What follows belongs to an exercise in optimizing a design on an open flow for small area, a short achievable clock period and few clock cycles; a production flow would make more cautious choices. At most, simulation tests tie the RTL to the original design; equivalence was not proved. No activity file was given, so power comes from the tool's default toggle rates.

== wip/raven ==
==> module CPU, before the edit <==
module CPU(clk, rst, data_out, data_in, address, memwt, reg0);
input clk;
input rst;
input [15:0] data_in;
output [15:0] data_out;
output [11:0] address;
output [15:0] reg0;
output memwt;
reg [15:0] regbank [7:0];
reg [11:0] addr;       
reg [11:0] pc;         
reg        zeroflag;
reg [15:0] opa;        
reg [15:0] opb;        
reg ex_alu, ex_ldi, ex_ld, ex_st, ex_mem;
reg [2:0] ex_rd;
reg s_sum, s_and, s_or, s_xor, s_inv;
assign memwt = ex_st;
assign data_out = opa;
assign address = addr;
assign reg0 = regbank[0];
wire [15:0] g = opa & opb;
wire [15:0] p = opa ^ opb;
wire [15:0] o = opa | opb;
wire [15:0] g1, p1, g2, p2, g3, p3, g4;
genvar i;
generate
    for (i = 0; i < 16; i = i + 1) begin : pfx
        if (i & 1) begin
            assign g1[i] = g[i] | (p[i] & g[i - 1]);
            assign p1[i] = p[i] & p[i - 1];
        end else begin
            assign g1[i] = g[i];
            assign p1[i] = p[i];
        end
        if (i & 2) begin
            assign g2[i] = g1[i] | (p1[i] & g1[(i & ~3) + 1]);
            assign p2[i] = p1[i] & p1[(i & ~3) + 1];
        end else begin
            assign g2[i] = g1[i];
            assign p2[i] = p1[i];
        end
        if (i & 4) begin
            assign g3[i] = g2[i] | (p2[i] & g2[(i & ~7) + 3]);
            assign p3[i] = p2[i] & p2[(i & ~7) + 3];
        end else begin
            assign g3[i] = g2[i];
            assign p3[i] = p2[i];
        end
        if (i & 8)
            assign g4[i] = g3[i] | (p3[i] & g3[7]);
        else
            assign g4[i] = g3[i];
    end
endgenerate
wire [15:0] carry = {g4[14:0], 1'b0};     
wire [15:0] sum = (p ^ {16{s_inv}}) ^ carry;
wire [15:0] result = ({16{s_sum}} & sum) | ({16{s_and}} & g) |
                     ({16{s_or}} & o) | ({16{s_xor}} & p);
wire z_add = ~|(p ^ {o[14:0], 1'b0});
wire z_sum = s_inv ? &p : z_add;
wire z_next = (s_sum & z_sum) | (s_and & ~|g) | (s_or & ~|o) | (s_xor & ~|p) |
              ~(s_sum | s_and | s_or | s_xor);
wire [3:0] op = data_in[15:12];
wire [2:0] f = data_in[11:9];
wire [2:0] u = data_in[8:6];
wire [2:0] sa = data_in[8:6];
wire [2:0] sb = data_in[5:3];
wire fetch = ~ex_mem;
wire [11:0] seq = addr + 12'd1;
wire [15:0] ra = (ex_alu && ex_rd == sa) ? result : regbank[sa];
wire [15:0] rb = (ex_alu && ex_rd == sb) ? result : regbank[sb];
wire is_alu = (op == 4'h7);
wire un = is_alu & (f == 3'h7);                  
wire sub = is_alu & (f == 3'h1);
wire zf_now = ex_alu ? z_next : zeroflag;
wire ldst = (op == 4'h2) | (op == 4'h3);
wire hazard = ex_alu & (ex_rd == sb);
wire take = (op == 4'h5) | ((op == 4'h4) & zf_now);
always @(posedge clk) begin
    opa <= un ? {{15{u == 3'h3}}, (u == 3'h2) | (u == 3'h3)} : ra ^ {16{sub}};
    opb <= rb ^ {16{un & (u == 3'h1)}};
    s_inv <= (f == 3'h1);
    s_sum <= (f == 3'h0) | (f == 3'h1) | (un & ~u[2]);
    s_and <= (f == 3'h2);
    s_or  <= (f == 3'h3);
    s_xor <= (f == 3'h4);
    ex_rd <= data_in[2:0];
    if (ex_alu)
        regbank[ex_rd] <= result;
    else if (ex_ldi | ex_ld)
        regbank[ex_rd] <= data_in;
    if (fetch)
        pc <= seq;
    if (rst) begin
        addr <= 12'd0;
        zeroflag <= 1'b0;
        {ex_alu, ex_ldi, ex_ld, ex_st, ex_mem} <= 5'b0;
    end else begin
        zeroflag <= zf_now;
        if (fetch & ldst & hazard) begin
            {ex_alu, ex_ldi, ex_ld, ex_st, ex_mem} <= 5'b0;
        end else if (fetch) begin
            ex_alu <= is_alu;
            ex_ldi <= (op == 4'h1);
            ex_ld  <= (op == 4'h2);
            ex_st  <= (op == 4'h3);
            ex_mem <= (op == 4'h1) | ldst;
            if (ldst)
                addr <= regbank[sb][11:0];
            else if (take)
                addr <= seq + data_in[11:0];
            else
                addr <= seq;
        end else begin
            {ex_alu, ex_ldi, ex_ld, ex_st, ex_mem} <= 5'b0;
            addr <= ex_ldi ? seq : pc;
        end
    end
end
endmodule
make LEC_CHECK=0 ABC_CLOCK_PERIOD_IN_PS=3000 CAP_MARGIN=20 CORE_MARGIN=2 CORE_UTILIZATION=40 CTS_BUF_LIST=sky130_fd_sc_hd__clkbuf_8 CTS_CLUSTER_DIAMETER=100 CTS_CLUSTER_SIZE=30 SETUP_SLACK_MARGIN=5.0 SLEW_MARGIN=20 finish   # period 8.0 ns
run.sh (not shown) runs the stock make flow with config.mk's settings and CLKGATE_MAP_FILE= SYNTH_SCRIPT=/design/flow/synth_recipe.tcl, a recipe that flattens the netlist after the stock synthesis.
Here is what was changed in the inputs of wip/delta compared with wip/raven.
diff --git a/flow/design.v b/flow/design.v
--- a/flow/design.v
+++ b/flow/design.v
@@ -8,7 +8,6 @@
 output memwt;
 reg [15:0] regbank [7:0];
 reg [11:0] addr;       
-reg [11:0] pc;         
 reg        zeroflag;
 reg [15:0] opa;        
 reg [15:0] opb;        
@@ -68,8 +67,9 @@
 wire [2:0] sb = data_in[5:3];
 wire fetch = ~ex_mem;
 wire [11:0] seq = addr + 12'd1;
+wire [15:0] rb_bank = regbank[sb];
 wire [15:0] ra = (ex_alu && ex_rd == sa) ? result : regbank[sa];
-wire [15:0] rb = (ex_alu && ex_rd == sb) ? result : regbank[sb];
+wire [15:0] rb = (ex_alu && ex_rd == sb) ? result : rb_bank;
 wire is_alu = (op == 4'h7);
 wire un = is_alu & (f == 3'h7);                  
 wire sub = is_alu & (f == 3'h1);
@@ -77,9 +77,52 @@
 wire ldst = (op == 4'h2) | (op == 4'h3);
 wire hazard = ex_alu & (ex_rd == sb);
 wire take = (op == 4'h5) | ((op == 4'h4) & zf_now);
+wire [11:0] jx = seq;
+wire [11:0] jy = data_in[11:0];
+wire [11:0] jg = jx & jy;
+wire [11:0] jp = jx ^ jy;
+wire [11:0] jg1, jp1, jg2, jp2, jg3, jp3, jg4;
+generate
+    for (i = 0; i < 12; i = i + 1) begin : jpfx
+        if (i & 1) begin
+            assign jg1[i] = jg[i] | (jp[i] & jg[i - 1]);
+            assign jp1[i] = jp[i] & jp[i - 1];
+        end else begin
+            assign jg1[i] = jg[i];
+            assign jp1[i] = jp[i];
+        end
+        if (i & 2) begin
+            assign jg2[i] = jg1[i] | (jp1[i] & jg1[(i & ~3) + 1]);
+            assign jp2[i] = jp1[i] & jp1[(i & ~3) + 1];
+        end else begin
+            assign jg2[i] = jg1[i];
+            assign jp2[i] = jp1[i];
+        end
+        if (i & 4) begin
+            assign jg3[i] = jg2[i] | (jp2[i] & jg2[(i & ~7) + 3]);
+            assign jp3[i] = jp2[i] & jp2[(i & ~7) + 3];
+        end else begin
+            assign jg3[i] = jg2[i];
+            assign jp3[i] = jp2[i];
+        end
+        if (i & 8)
+            assign jg4[i] = jg3[i] | (jp3[i] & jg3[7]);
+        else
+            assign jg4[i] = jg3[i];
+    end
+endgenerate
+wire [11:0] target = jp ^ {jg4[10:0], 1'b0};
+wire n_rb   = ~rst & fetch & ldst & ~hazard;
+wire n_hold = ~rst & fetch & ldst & hazard;
+wire n_jmp  = ~rst & fetch & ~ldst & take;
+wire n_seq  = ~rst & ((fetch & ~ldst & ~take) | ex_ldi);
+wire n_pc   = ~rst & ~fetch & ~ex_ldi;
+wire [11:0] addr_next = ({12{n_rb}} & rb_bank[11:0]) | ({12{n_hold}} & addr) |
+                        ({12{n_jmp}} & target) | ({12{n_seq}} & seq) |
+                        ({12{n_pc}} & opb[11:0]);
 always @(posedge clk) begin
     opa <= un ? {{15{u == 3'h3}}, (u == 3'h2) | (u == 3'h3)} : ra ^ {16{sub}};
-    opb <= rb ^ {16{un & (u == 3'h1)}};
+    opb <= ldst ? {4'h0, seq} : rb ^ {16{un & (u == 3'h1)}};
     s_inv <= (f == 3'h1);
     s_sum <= (f == 3'h0) | (f == 3'h1) | (un & ~u[2]);
     s_and <= (f == 3'h2);
@@ -90,10 +133,8 @@
         regbank[ex_rd] <= result;
     else if (ex_ldi | ex_ld)
         regbank[ex_rd] <= data_in;
-    if (fetch)
-        pc <= seq;
+    addr <= addr_next;
     if (rst) begin
-        addr <= 12'd0;
         zeroflag <= 1'b0;
         {ex_alu, ex_ldi, ex_ld, ex_st, ex_mem} <= 5'b0;
     end else begin
@@ -106,15 +147,8 @@
             ex_ld  <= (op == 4'h2);
             ex_st  <= (op == 4'h3);
             ex_mem <= (op == 4'h1) | ldst;
-            if (ldst)
-                addr <= regbank[sb][11:0];
-            else if (take)
-                addr <= seq + data_in[11:0];
-            else
-                addr <= seq;
         end else begin
             {ex_alu, ex_ldi, ex_ld, ex_st, ex_mem} <= 5'b0;
-            addr <= ex_ldi ? seq : pc;
         end
     end
 end
### Flow results
[compare] base=wip/raven new=wip/delta: combinational group share of total power went up by 0.5 points; utilization after layout down 0.18 points; first-iteration DRC count climbed about 10%; routed wire length went up; setup slack increased by 0.16 ns relative to the old numbers.
No functional check of the RTL was part of any run of this note.

* * *

## rev 12
CPU, a different RTL version from the one above (not shown whole).
==> module CPU, before the edit <==
module CPU(clk, rst, data_out, data_in, address, memwt, reg0);
input clk;
input rst;
input [15:0] data_in;
output [15:0] data_out;
output [11:0] address;
output [15:0] reg0;
output memwt;
reg [15:0] regbank [7:0];
reg [11:0] addr;       
reg [11:0] pc;         
reg        zeroflag;
reg [15:0] opa;        
reg [15:0] opb;        
reg ex_alu, ex_ldi, ex_ld, ex_st, ex_mem;
reg [2:0] ex_rd;
reg s_sum, s_and, s_or, s_xor, s_inv;
assign memwt = ex_st;
assign data_out = opa;
assign address = addr;
assign reg0 = regbank[0];
wire [15:0] g = opa & opb;
wire [15:0] p = opa ^ opb;
wire [15:0] o = opa | opb;
wire [15:0] g1, p1, g2, p2, g3, p3, g4;
genvar i;
generate
    for (i = 0; i < 16; i = i + 1) begin : pfx
        if (i & 1) begin
            assign g1[i] = g[i] | (p[i] & g[i - 1]);
            assign p1[i] = p[i] & p[i - 1];
        end else begin
            assign g1[i] = g[i];
            assign p1[i] = p[i];
        end
        if (i & 2) begin
            assign g2[i] = g1[i] | (p1[i] & g1[(i & ~3) + 1]);
            assign p2[i] = p1[i] & p1[(i & ~3) + 1];
        end else begin
            assign g2[i] = g1[i];
            assign p2[i] = p1[i];
        end
        if (i & 4) begin
            assign g3[i] = g2[i] | (p2[i] & g2[(i & ~7) + 3]);
            assign p3[i] = p2[i] & p2[(i & ~7) + 3];
        end else begin
            assign g3[i] = g2[i];
            assign p3[i] = p2[i];
        end
        if (i & 8)
            assign g4[i] = g3[i] | (p3[i] & g3[7]);
        else
            assign g4[i] = g3[i];
    end
endgenerate
wire [15:0] carry = {g4[14:0], 1'b0};     
wire [15:0] sum = (p ^ {16{s_inv}}) ^ carry;
wire [15:0] result = ({16{s_sum}} & sum) | ({16{s_and}} & g) |
                     ({16{s_or}} & o) | ({16{s_xor}} & p);
wire z_add = ~|(p ^ {o[14:0], 1'b0});
wire z_sum = s_inv ? &p : z_add;
wire z_next = (s_sum & z_sum) | (s_and & ~|g) | (s_or & ~|o) | (s_xor & ~|p) |
              ~(s_sum | s_and | s_or | s_xor);
wire [3:0] op = data_in[15:12];
wire [2:0] f = data_in[11:9];
wire [2:0] u = data_in[8:6];
wire [2:0] sa = data_in[8:6];
wire [2:0] sb = data_in[5:3];
wire fetch = ~ex_mem;
wire [11:0] seq = addr + 12'd1;
wire [15:0] rb_bank = regbank[sb];
wire [15:0] ra = (ex_alu && ex_rd == sa) ? result : regbank[sa];
wire [15:0] rb = (ex_alu && ex_rd == sb) ? result : rb_bank;
wire is_alu = (op == 4'h7);
wire un = is_alu & (f == 3'h7);                  
wire sub = is_alu & (f == 3'h1);
wire zf_now = ex_alu ? z_next : zeroflag;
wire ldst = (op == 4'h2) | (op == 4'h3);
wire hazard = ex_alu & (ex_rd == sb);
wire take = (op == 4'h5) | ((op == 4'h4) & zf_now);
wire [11:0] jx = seq;
wire [11:0] jy = data_in[11:0];
wire [11:0] jg = jx & jy;
wire [11:0] jp = jx ^ jy;
wire [11:0] jg1, jp1, jg2, jp2, jg3, jp3, jg4;
generate
    for (i = 0; i < 12; i = i + 1) begin : jpfx
        if (i & 1) begin
            assign jg1[i] = jg[i] | (jp[i] & jg[i - 1]);
            assign jp1[i] = jp[i] & jp[i - 1];
        end else begin
            assign jg1[i] = jg[i];
            assign jp1[i] = jp[i];
        end
        if (i & 2) begin
            assign jg2[i] = jg1[i] | (jp1[i] & jg1[(i & ~3) + 1]);
            assign jp2[i] = jp1[i] & jp1[(i & ~3) + 1];
        end else begin
            assign jg2[i] = jg1[i];
            assign jp2[i] = jp1[i];
        end
        if (i & 4) begin
            assign jg3[i] = jg2[i] | (jp2[i] & jg2[(i & ~7) + 3]);
            assign jp3[i] = jp2[i] & jp2[(i & ~7) + 3];
        end else begin
            assign jg3[i] = jg2[i];
            assign jp3[i] = jp2[i];
        end
        if (i & 8)
            assign jg4[i] = jg3[i] | (jp3[i] & jg3[7]);
        else
            assign jg4[i] = jg3[i];
    end
endgenerate
wire [11:0] target = jp ^ {jg4[10:0], 1'b0};
wire n_rb   = ~rst & fetch & ldst & ~hazard;
wire n_hold = ~rst & fetch & ldst & hazard;
wire n_jmp  = ~rst & fetch & ~ldst & take;
wire n_seq  = ~rst & ((fetch & ~ldst & ~take) | ex_ldi);
wire n_pc   = ~rst & ~fetch & ~ex_ldi;
wire [11:0] addr_next = ({12{n_rb}} & rb_bank[11:0]) | ({12{n_hold}} & addr) |
                        ({12{n_jmp}} & target) | ({12{n_seq}} & seq) |
                        ({12{n_pc}} & pc);
always @(posedge clk) begin
    opa <= un ? {{15{u == 3'h3}}, (u == 3'h2) | (u == 3'h3)} : ra ^ {16{sub}};
    opb <= rb ^ {16{un & (u == 3'h1)}};
    s_inv <= (f == 3'h1);
    s_sum <= (f == 3'h0) | (f == 3'h1) | (un & ~u[2]);
    s_and <= (f == 3'h2);
    s_or  <= (f == 3'h3);
    s_xor <= (f == 3'h4);
    ex_rd <= data_in[2:0];
    if (ex_alu)
        regbank[ex_rd] <= result;
    else if (ex_ldi | ex_ld)
        regbank[ex_rd] <= data_in;
    if (fetch)
        pc <= seq;
    addr <= addr_next;
    if (rst) begin
        zeroflag <= 1'b0;
        {ex_alu, ex_ldi, ex_ld, ex_st, ex_mem} <= 5'b0;
    end else begin
        zeroflag <= zf_now;
        if (fetch & ldst & hazard) begin
            {ex_alu, ex_ldi, ex_ld, ex_st, ex_mem} <= 5'b0;
        end else if (fetch) begin
            ex_alu <= is_alu;
            ex_ldi <= (op == 4'h1);
            ex_ld  <= (op == 4'h2);
            ex_st  <= (op == 4'h3);
            ex_mem <= (op == 4'h1) | ldst;
        end else begin
            {ex_alu, ex_ldi, ex_ld, ex_st, ex_mem} <= 5'b0;
        end
    end
end
endmodule
==> flow/config.mk <==
export PLATFORM = sky130hd
export DESIGN_NAME = CPU
export DESIGN_NICKNAME = CPU
export VERILOG_FILES = /design/flow/design.v
export SDC_FILE = /design/flow/constraint.sdc
export NUM_CORES = 4
export LEC_CHECK = 0
export ABC_CLOCK_PERIOD_IN_PS = 3000
export CAP_MARGIN = 20
export CORE_MARGIN = 2
export CORE_UTILIZATION = 50
export CTS_BUF_LIST = sky130_fd_sc_hd__clkbuf_8
export CTS_CLUSTER_DIAMETER = 100
export CTS_CLUSTER_SIZE = 24
export SETUP_SLACK_MARGIN = 5.0
export SLEW_MARGIN = 20
==> flow/constraint.sdc <==
create_clock -name core_clock -period 8.0 [get_ports {clk}]
set_input_delay 1.6000 -clock core_clock [delete_from_list [all_inputs] [get_ports {clk}]]
set_output_delay 1.6000 -clock core_clock [all_outputs]
set_load 0.01 [all_outputs]
standard.sh (not shown) runs the stock make flow with config.mk's settings and CLKGATE_MAP_FILE= SYNTH_SCRIPT=/design/flow/synth_recipe.tcl, a recipe that flattens the netlist after the stock synthesis.
==> flow/flow/run.sh <==
#!/bin/bash
# The standard layout (the standard.sh), except that the port buffers are
# plain buf_1 cells: the default choice is a delay cell, slower and larger.
set -euo pipefail
bash standard.sh "BUFFER_PORTS_ARGS=-buffer_cell sky130_fd_sc_hd__buf_1" finish > standard.log 2>&1
Rev 12 went all the way through the flow, and no timing, DRC or antenna check failed.
Testbench counts of rev 12, summed over its fixed seeds: cycles 36,768.
Setup changes, rev 12 to rev 13
-- flow/design.v --
<<< rev 12, line 124
always @(posedge clk) begin
    opa <= un ? {{15{u == 3'h3}}, (u == 3'h2) | (u == 3'h3)} : ra ^ {16{sub}};
    opb <= rb ^ {16{un & (u == 3'h1)}};
    s_inv <= (f == 3'h1);
    s_sum <= (f == 3'h0) | (f == 3'h1) | (un & ~u[2]);
    s_and <= (f == 3'h2);
>>> rev 13, line 124
always @(posedge clk) begin
    opa <= un ? {{15{u == 3'h3}}, (u == 3'h2) | (u == 3'h3)} : ra ^ {16{sub}};
    opb <= rb;
    s_inv <= (f == 3'h1) | ((f == 3'h7) & (u == 3'h1));
    s_sum <= (f == 3'h0) | (f == 3'h1) | (un & ~u[2]);
    s_and <= (f == 3'h2);
[summary]
- The estimated power of rev 13 ends up lower than the estimate for rev 12.
- Changes observed in rev 13 relative to rev 12: met1 demand-to-capacity share in global routing fell by 1.2 points, remaining max-slew budget at the tightest pin decreased by 11 points relative to the old numbers.
- End point of the critical path: addr[8] -> rev 13, addr[3] -> rev 12
- Rev 12 → rev 13: number of nets at the end of the flow -about 2.6%; area of the placeable core -about 0.6%.
- Compared to rev 12, rev 13 shows a narrower setup margin.
- Re starting density of the core: rev 13 and rev 12 aren't equal, and the lower value belongs to rev 13.
- In terms of number of hold-slack violations in the final timing report, rev 12 and rev 13 differ only marginally.
No functional check of the RTL was part of rev 13.

-- static timing again, ports no longer ideal --
In the flow no input, the clock included, has a driving cell. The finished layouts below were timed again as built, in two steps.
Step 1, drivers: a clkbuf_16 drives clk and a buf_2 each remaining input, both assumed.
Step 2 moves the port delays by t, midway between the first and last clock arrival at a register: inputs arrive t later, outputs are due t later. That takes back most of the time a late clock gives input paths.
a / b / c = no drivers / after step 1 / after step 2; a / b = the first two.
run	t, ns	setup WS [ns]	hold WS [ns]	slew at the worst register clock pin (ns)
wip/raven	0.518	4.653 / 4.650 / 4.132	0.524 / 0.524 / 0.524	0.12 / 0.12
wip/delta	0.514	4.810 / 4.806 / 4.292	0.518 / 0.518 / 0.518	0.12 / 0.12
rev 12	0.522	4.953 / 4.961 / 4.439	0.488 / 0.488 / 0.488	0.12 / 0.12
rev 13	0.524	4.673 / 4.661 / 4.136	0.496 / 0.496 / 0.496	0.11 / 0.11
After both steps every run listed still meets setup and hold. The setup slack of rev 13, which loses most, moves by -0.012 ns with the drivers and by -0.537 ns with both steps.
